Background: an optimization exercise with open tools, aiming at small area. Do not read the settings as production practice.
At most, simulation tests tie the RTL to the original design; equivalence was not proved.

==> inputs of run A <==
==> flow/design.v (excerpt) <==
module Digital_Clock(clock, rst, button1, button2, switches, timeZone, LEDArray, audioOut, dOnesHours, dTensHours, dOnesMins, dTensMins, dMeridiem, dTimeZone);
    input clock;
    input rst;
    input button1, button2;
    input [6:0] switches;
    input [2:0] timeZone;
    output [9:0] LEDArray;
    output audioOut;
    output [6:0] dTensHours;
    output [6:0] dOnesHours;
    output [6:0] dTensMins;
    output [6:0] dOnesMins;
    output [6:0] dMeridiem;
    output [6:0] dTimeZone;
    reg [4:0] divCnt;
    reg       divHalf;
    wire      tick = (divCnt == 5'd29) & ~divHalf;
    always @(posedge clock) begin
        if (rst) begin
            divCnt <= 5'd0; divHalf <= 1'b0;
        end else if (divCnt == 5'd29) begin
            divCnt <= 5'd0; divHalf <= ~divHalf;
        end else
            divCnt <= divCnt + 5'd1;
    end
    reg [6:0] clkS, clkM; reg [4:0] clkH;
    reg [6:0] tmrS, tmrM; reg [4:0] tmrH;
    reg [6:0] almS, almM; reg [4:0] almH;
    reg [6:0] dS, dM;     reg [4:0] dH;      
    reg [2:0] tmrSet, almSet;
    reg       tmrDone, tmrStop;               
    reg [3:0] blink;
    reg       led, play, merValid;
    reg [2:0] prevTZ;
    wire b1 = ~button1;
    wire b2 = ~button2;
    wire sw0 = switches[0], sw2 = switches[2], sw3 = switches[3];
    wire gC = ~sw2 & ~sw3, gT = sw2 & ~sw3, gA = ~sw2 & sw3;
    wire anyG = ~(sw2 & sw3);
    function [6:0] up59;
        input [6:0] v;
  ...
Settings: LEC_CHECK=0, CAP_MARGIN=20, CORE_MARGIN=2, CORE_UTILIZATION=40, SLEW_MARGIN=20; clock period 20.0 ns.
standard.sh (not shown) runs the stock make flow with config.mk's settings and CLKGATE_MAP_FILE= SYNTH_SCRIPT=/design/flow/synth_recipe.tcl, a recipe that flattens the netlist after the stock synthesis.
==> flow/flow/run.sh <==
#!/bin/bash
# Own layout flow: the standard ORFS flow, with synthesis using an
# area-oriented ABC script (flow/my_synth.tcl, flow/abc_area.scr).
set -euo pipefail
WORK=$(pwd)
FLOWDIR=$WORK/flow
export MY_ABC_SCRIPT=$FLOWDIR/abc_area.scr
# same make command as standard.sh, with our synthesis script
sed -E "s#SYNTH_SCRIPT=[^ ]+#SYNTH_SCRIPT=$FLOWDIR/my_synth.tcl#" standard.sh > my_standard.sh
grep -q "SYNTH_SCRIPT=$FLOWDIR/my_synth.tcl" my_standard.sh
bash my_standard.sh "BUFFER_PORTS_ARGS=-buffer_cell sky130_fd_sc_hd__buf_1" finish > "$WORK/flow_make.log" 2>&1
==> flow/flow/abc_area.scr <==
strash
&get -n
&deepsyn -T 30
&put
dch -f
amap
==> flow/flow/my_synth.tcl <==
# ORFS synthesis as synth_recipe.tcl runs it, with an area-oriented ABC script
# and without the half/full-adder extraction (ABC maps that logic instead).
proc synth {args} { yosys synth -nofsm -noshare {*}$args }
proc extract_fa {args} { puts "extract_fa skipped" }
proc abc {args} {
  set i [lsearch $args -script]
  if {$i >= 0} {
    set args [lreplace $args [expr {$i+1}] [expr {$i+1}] $::env(MY_ABC_SCRIPT)]
  }
  yosys abc {*}$args
}
source $::env(SCRIPTS_DIR)/synth.tcl
# left out here: clear keep_hierarchy, flatten, clean up, hide names made inside functions, write 1_2_yosys.v
==> run M (differences from run A) <==
--- a/flow/design.v
+++ b/flow/design.v
@@ -8,83 +8,86 @@
     output audioOut;
     output [6:0] dTensHours;
     output [6:0] dOnesHours;
     output [6:0] dTensMins;
     output [6:0] dOnesMins;
     output [6:0] dMeridiem;
     output [6:0] dTimeZone;
-    reg [4:0] divCnt;
-    reg       divHalf;
-    wire      tick = (divCnt == 5'd29) & ~divHalf;
+    reg [1:0] divQ;
+    reg [3:0] divL;
+    wire      tick = (divQ == 2'd1) & (divL == 4'b1000);
     always @(posedge clock) begin
         if (rst) begin
-            divCnt <= 5'd0; divHalf <= 1'b0;
-        end else if (divCnt == 5'd29) begin
-            divCnt <= 5'd0; divHalf <= ~divHalf;
-        end else
-            divCnt <= divCnt + 5'd1;
+            divQ <= 2'd0; divL <= 4'd0;
+        end else begin
+            divQ <= divQ + 2'd1;
+            divL <= {divL[2:0], ~(divL[3] ^ divL[2])};
+        end
     end
+    function [6:0] up59;             
+        input [6:0] v;
+        if (v[6:4] >= 3'd6 || v == 7'h59) up59 = 7'h00;
+        else if (v[3:0] == 4'd9) up59 = {v[6:4] + 3'd1, 4'd0};
+        else up59 = {v[6:4], v[3:0] + 4'd1};
+    endfunction
+    function [6:0] dn59;             
+        input [6:0] v;
+        if (v == 7'h00) dn59 = 7'h59;
+        else if (v[3:0] == 4'd0) dn59 = {v[6:4] - 3'd1, 4'd9};
+        else dn59 = {v[6:4], v[3:0] - 4'd1};
+    endfunction
+    function [6:0] add30;            
+        input [6:0] v;
+        if (v[6:4] < 3'd3 || (v[6:4] == 3'd3 && v[3:0] < 4'd4)) add30 = {v[6:4] + 3'd3, v[3:0]};
+        else if (v[3:0] >= 4'd4) add30 = {v[6:4] - 3'd3, v[3:0] - 4'd4};
+        else add30 = {v[6:4] - 3'd4, v[3:0] + 4'd6};
+    endfunction
     reg [6:0] clkS, clkM; reg [4:0] clkH;
     reg [6:0] tmrS, tmrM; reg [4:0] tmrH;
     reg [6:0] almS, almM; reg [4:0] almH;
     reg [6:0] dS, dM;     reg [4:0] dH;      
     reg [2:0] tmrSet, almSet;
     reg       tmrDone, tmrStop;               
     reg [3:0] blink;
     reg       led, play, merValid;
     reg [2:0] prevTZ;
     wire b1 = ~button1;
     wire b2 = ~button2;
+    wire stepAny = b1 | b2;
+    wire both = b1 & b2;
     wire sw0 = switches[0], sw2 = switches[2], sw3 = switches[3];
     wire gC = ~sw2 & ~sw3, gT = sw2 & ~sw3, gA = ~sw2 & sw3;
     wire anyG = ~(sw2 & sw3);
-    function [6:0] up59;
-        input [6:0] v;
-        if (v[6:4] >= 3'd6 || v == 7'h59) up59 = 7'h00;
-        else if (v[3:0] == 4'd9) up59 = {v[6:4] + 3'd1, 4'd0};
-        else up59 = {v[6:4], v[3:0] + 4'd1};
-    endfunction
-    function [6:0] dn59;
-        input [6:0] v;
-        if (v == 7'h00) dn59 = 7'h59;
-        else if (v[3:0] == 4'd0) dn59 = {v[6:4] - 3'd1, 4'd9};
-        else dn59 = {v[6:4], v[3:0] - 4'd1};
-    endfunction
-    function [6:0] add30;
-        input [6:0] v;
-        if (v[6:4] < 3'd3 || (v[6:4] == 3'd3 && v[3:0] < 4'd4)) add30 = {v[6:4] + 3'd3, v[3:0]};
-        else if (v[3:0] >= 4'd4) add30 = {v[6:4] - 3'd3, v[3:0] - 4'd4};
-        else add30 = {v[6:4] - 3'd4, v[3:0] + 4'd6};
-    endfunction
-    wire selT = sw0 & gT, selA = sw0 & gA;
-    wire up = ~sw0 | b1;
-    wire [6:0] uinS = selT ? tmrS : selA ? almS : clkS;
-    wire [6:0] uinM = selT ? tmrM : selA ? almM : clkM;
-    wire [4:0] uinH = selT ? tmrH : selA ? almH : clkH;
+    wire tSetAll = (tmrSet == 3'b111);
+    reg  clkPend;
+    wire selA = ~clkPend & sw0 & gA;
+    wire selT = ~clkPend & (sw0 ? gT : sw2);
+    wire up = clkPend | (sw0 & b1);
+    wire [6:0] uinS = selA ? almS : selT ? tmrS : clkS;
+    wire [6:0] uinM = selA ? almM : selT ? tmrM : clkM;
+    wire [4:0] uinH = selA ? almH : selT ? tmrH : clkH;
     wire [6:0] uoutS = up ? up59(uinS) : dn59(uinS);
     wire [6:0] uoutM = up ? up59(uinM) : dn59(uinM);
-    wire hWrap = sw0 ? (uinH >= 5'd23) : (uinH >= 5'd24);
+    wire hWrap = clkPend ? (uinH == 5'd24) : (uinH >= 5'd23);
     wire [4:0] uoutH = up ? (hWrap ? 5'd0 : uinH + 5'd1) : ((uinH == 5'd0) ? 5'd23 : uinH - 5'd1);
-    wire stepAny = b1 | b2;
-    wire tSetAll = (tmrSet == 3'b111);
     wire tRun = ~sw0 & sw2 & tSetAll;
+    wire tCount = tRun & ~tmrDone & ~tmrStop;
     wire tsZ = (tmrS == 7'd0), tmZ = (tmrM == 7'd0), thZ = (tmrH == 5'd0);
     wire tBorrowM = tsZ & ~(tmZ & thZ);
     wire tBorrowH = tsZ & tmZ & ~thZ;
     wire tFinish  = tsZ & tmZ & thZ;
     wire aMatch = (almSet == 3'b111) & (almS == clkS) & (almM == clkM) & (almH == clkH);
     wire aRun = ~sw0 & sw3 & (aMatch | (blink != 4'd0));
-    wire both = b1 & b2;
     wire sCarry = (clkS == 7'h59);
     wire mCarry = sCarry & (clkM == 7'h59);
     wire [3:0] tzOff = (timeZone == 3'd0) ? 4'd0 : {1'b0, timeZone} + 4'd2;
     wire chTZ = (timeZone != prevTZ);
     wire nst = (timeZone == 3'd1);
-    wire [6:0] dMpre = ~sw2 ? clkM : (tSetAll ? tmrM : dM);
-    wire [6:0] dSrun = ~sw2 ? clkS : (tSetAll ? tmrS : dS);
+    wire dShow = ~sw2 | tSetAll;              
+    wire [6:0] dMpre = dShow ? uinM : dM;
     wire mGe30 = (clkM[6:4] >= 3'd3);
     wire inc = nst & ((clkM == 7'h30) | (~mGe30 & (dMpre == 7'h59)));
     wire [6:0] dMrun = (~chTZ & nst) ? (mGe30 ? {clkM[6:4] - 3'd3, clkM[3:0]} : add30(dMpre)) : dMpre;
     wire [3:0] off = nst ? (inc ? 4'd3 : 4'd4) : tzOff;
     wire [4:0] h24 = (clkH == 5'd24) ? 5'd0 : clkH;
     wire [5:0] hdiff = {1'b0, h24} - {2'b0, off};
     wire [4:0] hmod = hdiff[5] ? hdiff[4:0] + 5'd24 : hdiff[4:0];
@@ -93,14 +96,20 @@
         if (rst) begin
             clkS <= 0; clkM <= 0; clkH <= 0;
             tmrS <= 0; tmrM <= 0; tmrH <= 0;
             almS <= 0; almM <= 0; almH <= 0;
             dS <= 0; dM <= 0; dH <= 0;
             tmrSet <= 0; almSet <= 0; tmrDone <= 0; tmrStop <= 0;
             blink <= 0; led <= 0; play <= 0; merValid <= 0; prevTZ <= 0;
+            clkPend <= 0;
+        end else if (clkPend) begin
+            clkPend <= 1'b0;
+            clkS <= uoutS;
+            if (sCarry) clkM <= uoutM;
+            if (mCarry) clkH <= uoutH;
         end else if (tick) begin
             prevTZ <= timeZone;
             merValid <= 1'b1;
             if (sw0) begin
                 if (switches[4] & anyG) begin
                     dS <= uinS;
                     if (stepAny) begin
@@ -130,46 +139,41 @@
                     end
                     if (gT) tmrSet[2] <= 1'b1;
                     if (gA) almSet[2] <= 1'b1;
                 end
             end else begin
                 if (both) begin
                     clkS <= 0; clkM <= 0; clkH <= 0;
-                end else begin
-                    clkS <= uoutS;
-                    if (sCarry) clkM <= uoutM;
-                    if (mCarry) clkH <= uoutH;
-                end
-                dS <= dSrun;
+                end else
+                    clkPend <= 1'b1;
+                if (dShow) dS <= uinS;
                 dM <= dMrun;
                 dH <= dHrun;
                 if (aRun) begin
                     play <= 1'b1;
                     if (blink == 4'd13 || blink == 4'd15) blink <= 4'd0;
                     else if (stepAny) blink <= 4'd15;
                     else blink <= blink + 4'd1;
                     if (blink == 4'd15) play <= 1'b0;
                     else if (blink != 4'd13) led <= ~blink[0];
                 end
-                if (tRun) begin
-                    if (~tmrDone & ~tmrStop) begin
-                        tmrS <= (tsZ & ~tBorrowM) ? 7'h63 : dn59(tmrS);
-                        if (tBorrowM) tmrM <= dn59(tmrM);
-                        if (tBorrowH) tmrH <= tmrH - 5'd1;
-                        if (tFinish) tmrDone <= 1'b1;
+                if (tCount) begin
+                    tmrS <= (tsZ & ~tBorrowM) ? 7'h63 : uoutS;
+                    if (tBorrowM) tmrM <= uoutM;
+                    if (tBorrowH) tmrH <= uoutH;
+                    if (tFinish) tmrDone <= 1'b1;
+                end
+                if (tRun & (tmrDone | tmrStop)) begin
+                    play <= ~tmrStop;
+                    if (tmrStop) begin
+                        tmrStop <= 1'b0;
+                        tmrSet <= 3'b000;
                     end else begin
-                        play <= 1'b1;
-                        if (tmrStop) begin
-                            tmrStop <= 1'b0; tmrDone <= 1'b0;
-                            play <= 1'b0;
-                            tmrSet <= 3'b000;
-                        end else begin
-                            led <= 1'b0;
-                            if (stepAny) begin tmrStop <= 1'b1; tmrDone <= 1'b0; end
-                        end
+                        led <= 1'b0;
+                        if (stepAny) begin tmrStop <= 1'b1; tmrDone <= 1'b0; end
                     end
                 end
             end
         end
     end
     reg [7:0] tone;
     reg [3:0] tcnt;
@@ -248,10 +252,9 @@
             3'd3: tzLetter = 7'b0000110;
             3'd4: tzLetter = 7'b1000110;
             3'd5: tzLetter = 7'b0010010;
             3'd6: tzLetter = 7'b0001100;
             default: tzLetter = 7'b0010001;
         endcase
     endfunction
-    wire [6:0] tzSeg = tzLetter(timeZone);
-    assign dTimeZone = sw1 ? tzSeg : segSo;
+    assign dTimeZone = sw1 ? tzLetter(timeZone) : segSo;
 endmodule
==> flow/flow/run.sh (replaced) <==
#!/bin/bash
# Own layout flow: the standard ORFS flow (standard.sh), with
#  - synthesis through flow/my_synth.tcl: ORFS synthesis with an area-oriented
#    ABC script (flow/abc_area.scr) and no half/full-adder extraction;
#  - port buffers of the smallest buffer cell;
#  - clock tree of clkbuf_4 cells without dummy loads.
# Each tool's output goes to the ORFS logs under orfs/logs; make's own output
# goes to flow_make.log in this folder.
set -euo pipefail
WORK=$(pwd)
FLOWDIR=$WORK/flow
export MY_ABC_SCRIPT=$FLOWDIR/abc_area.scr
sed -E "s#SYNTH_SCRIPT=[^ ]+#SYNTH_SCRIPT=$FLOWDIR/my_synth.tcl#" standard.sh > my_standard.sh
grep -q "SYNTH_SCRIPT=$FLOWDIR/my_synth.tcl" my_standard.sh
bash my_standard.sh \
  "BUFFER_PORTS_ARGS=-buffer_cell sky130_fd_sc_hd__buf_1" \
  "CTS_ARGS=-sink_clustering_enable -repair_clock_nets -buf_list sky130_fd_sc_hd__clkbuf_4 -dont_use_dummy_load" \
  finish > "$WORK/flow_make.log" 2>&1
==> comparison <==
Of run A and run M, run A has the higher core utilization (gap 2.7 points). Of run M and run A, run A has the higher first-iteration DRC count (gap about 26%, measured against run A). Between run A and run M, the lower hold slack is in run M (gap 17 ps). Between run M and run A, the lower maximum frequency is in run A (gap 5.1%, measured against run A).
For run A, only the layout was checked, not whether the RTL still works.

[separate check: timing with driven ports]
The results above use ideal ports. As a check the final layouts listed here were re-extracted and re-timed, cells and wires unchanged.
Step 1 (the two cells are an assumption about what drives the block):
set clk [get_ports {clock}]
set_driving_cell -lib_cell sky130_fd_sc_hd__clkbuf_16 $clk
set_driving_cell -lib_cell sky130_fd_sc_hd__buf_2 [delete_from_list [all_inputs] $clk]
Step 2, shift: input delay + t, output delay - t, t = (earliest + latest rising clock arrival at the registers) / 2. This alone moves slack from input paths to output paths.
a / b / c = no drivers / after step 1 / after step 2; a / b = the first two.
| run | t, ns | setup slack, ns | worst setup path after step 2 | latest minus earliest clock arrival (ns) | worst data-port slew with drivers (ns) |
|---|---|---|---|---|---|
| run A | 0.470 | 9.588 / 9.567 / 9.567 | input to output | 0.011 / 0.011 | 0.05 |
| run M | 0.565 | 10.089 / 10.062 / 10.062 | input to output | 0.034 / 0.034 | 0.04 |
After both steps every run listed still meets setup and hold. The setup slack of run M, which loses most, moves by -0.027 ns with the drivers and by -0.027 ns with both steps.
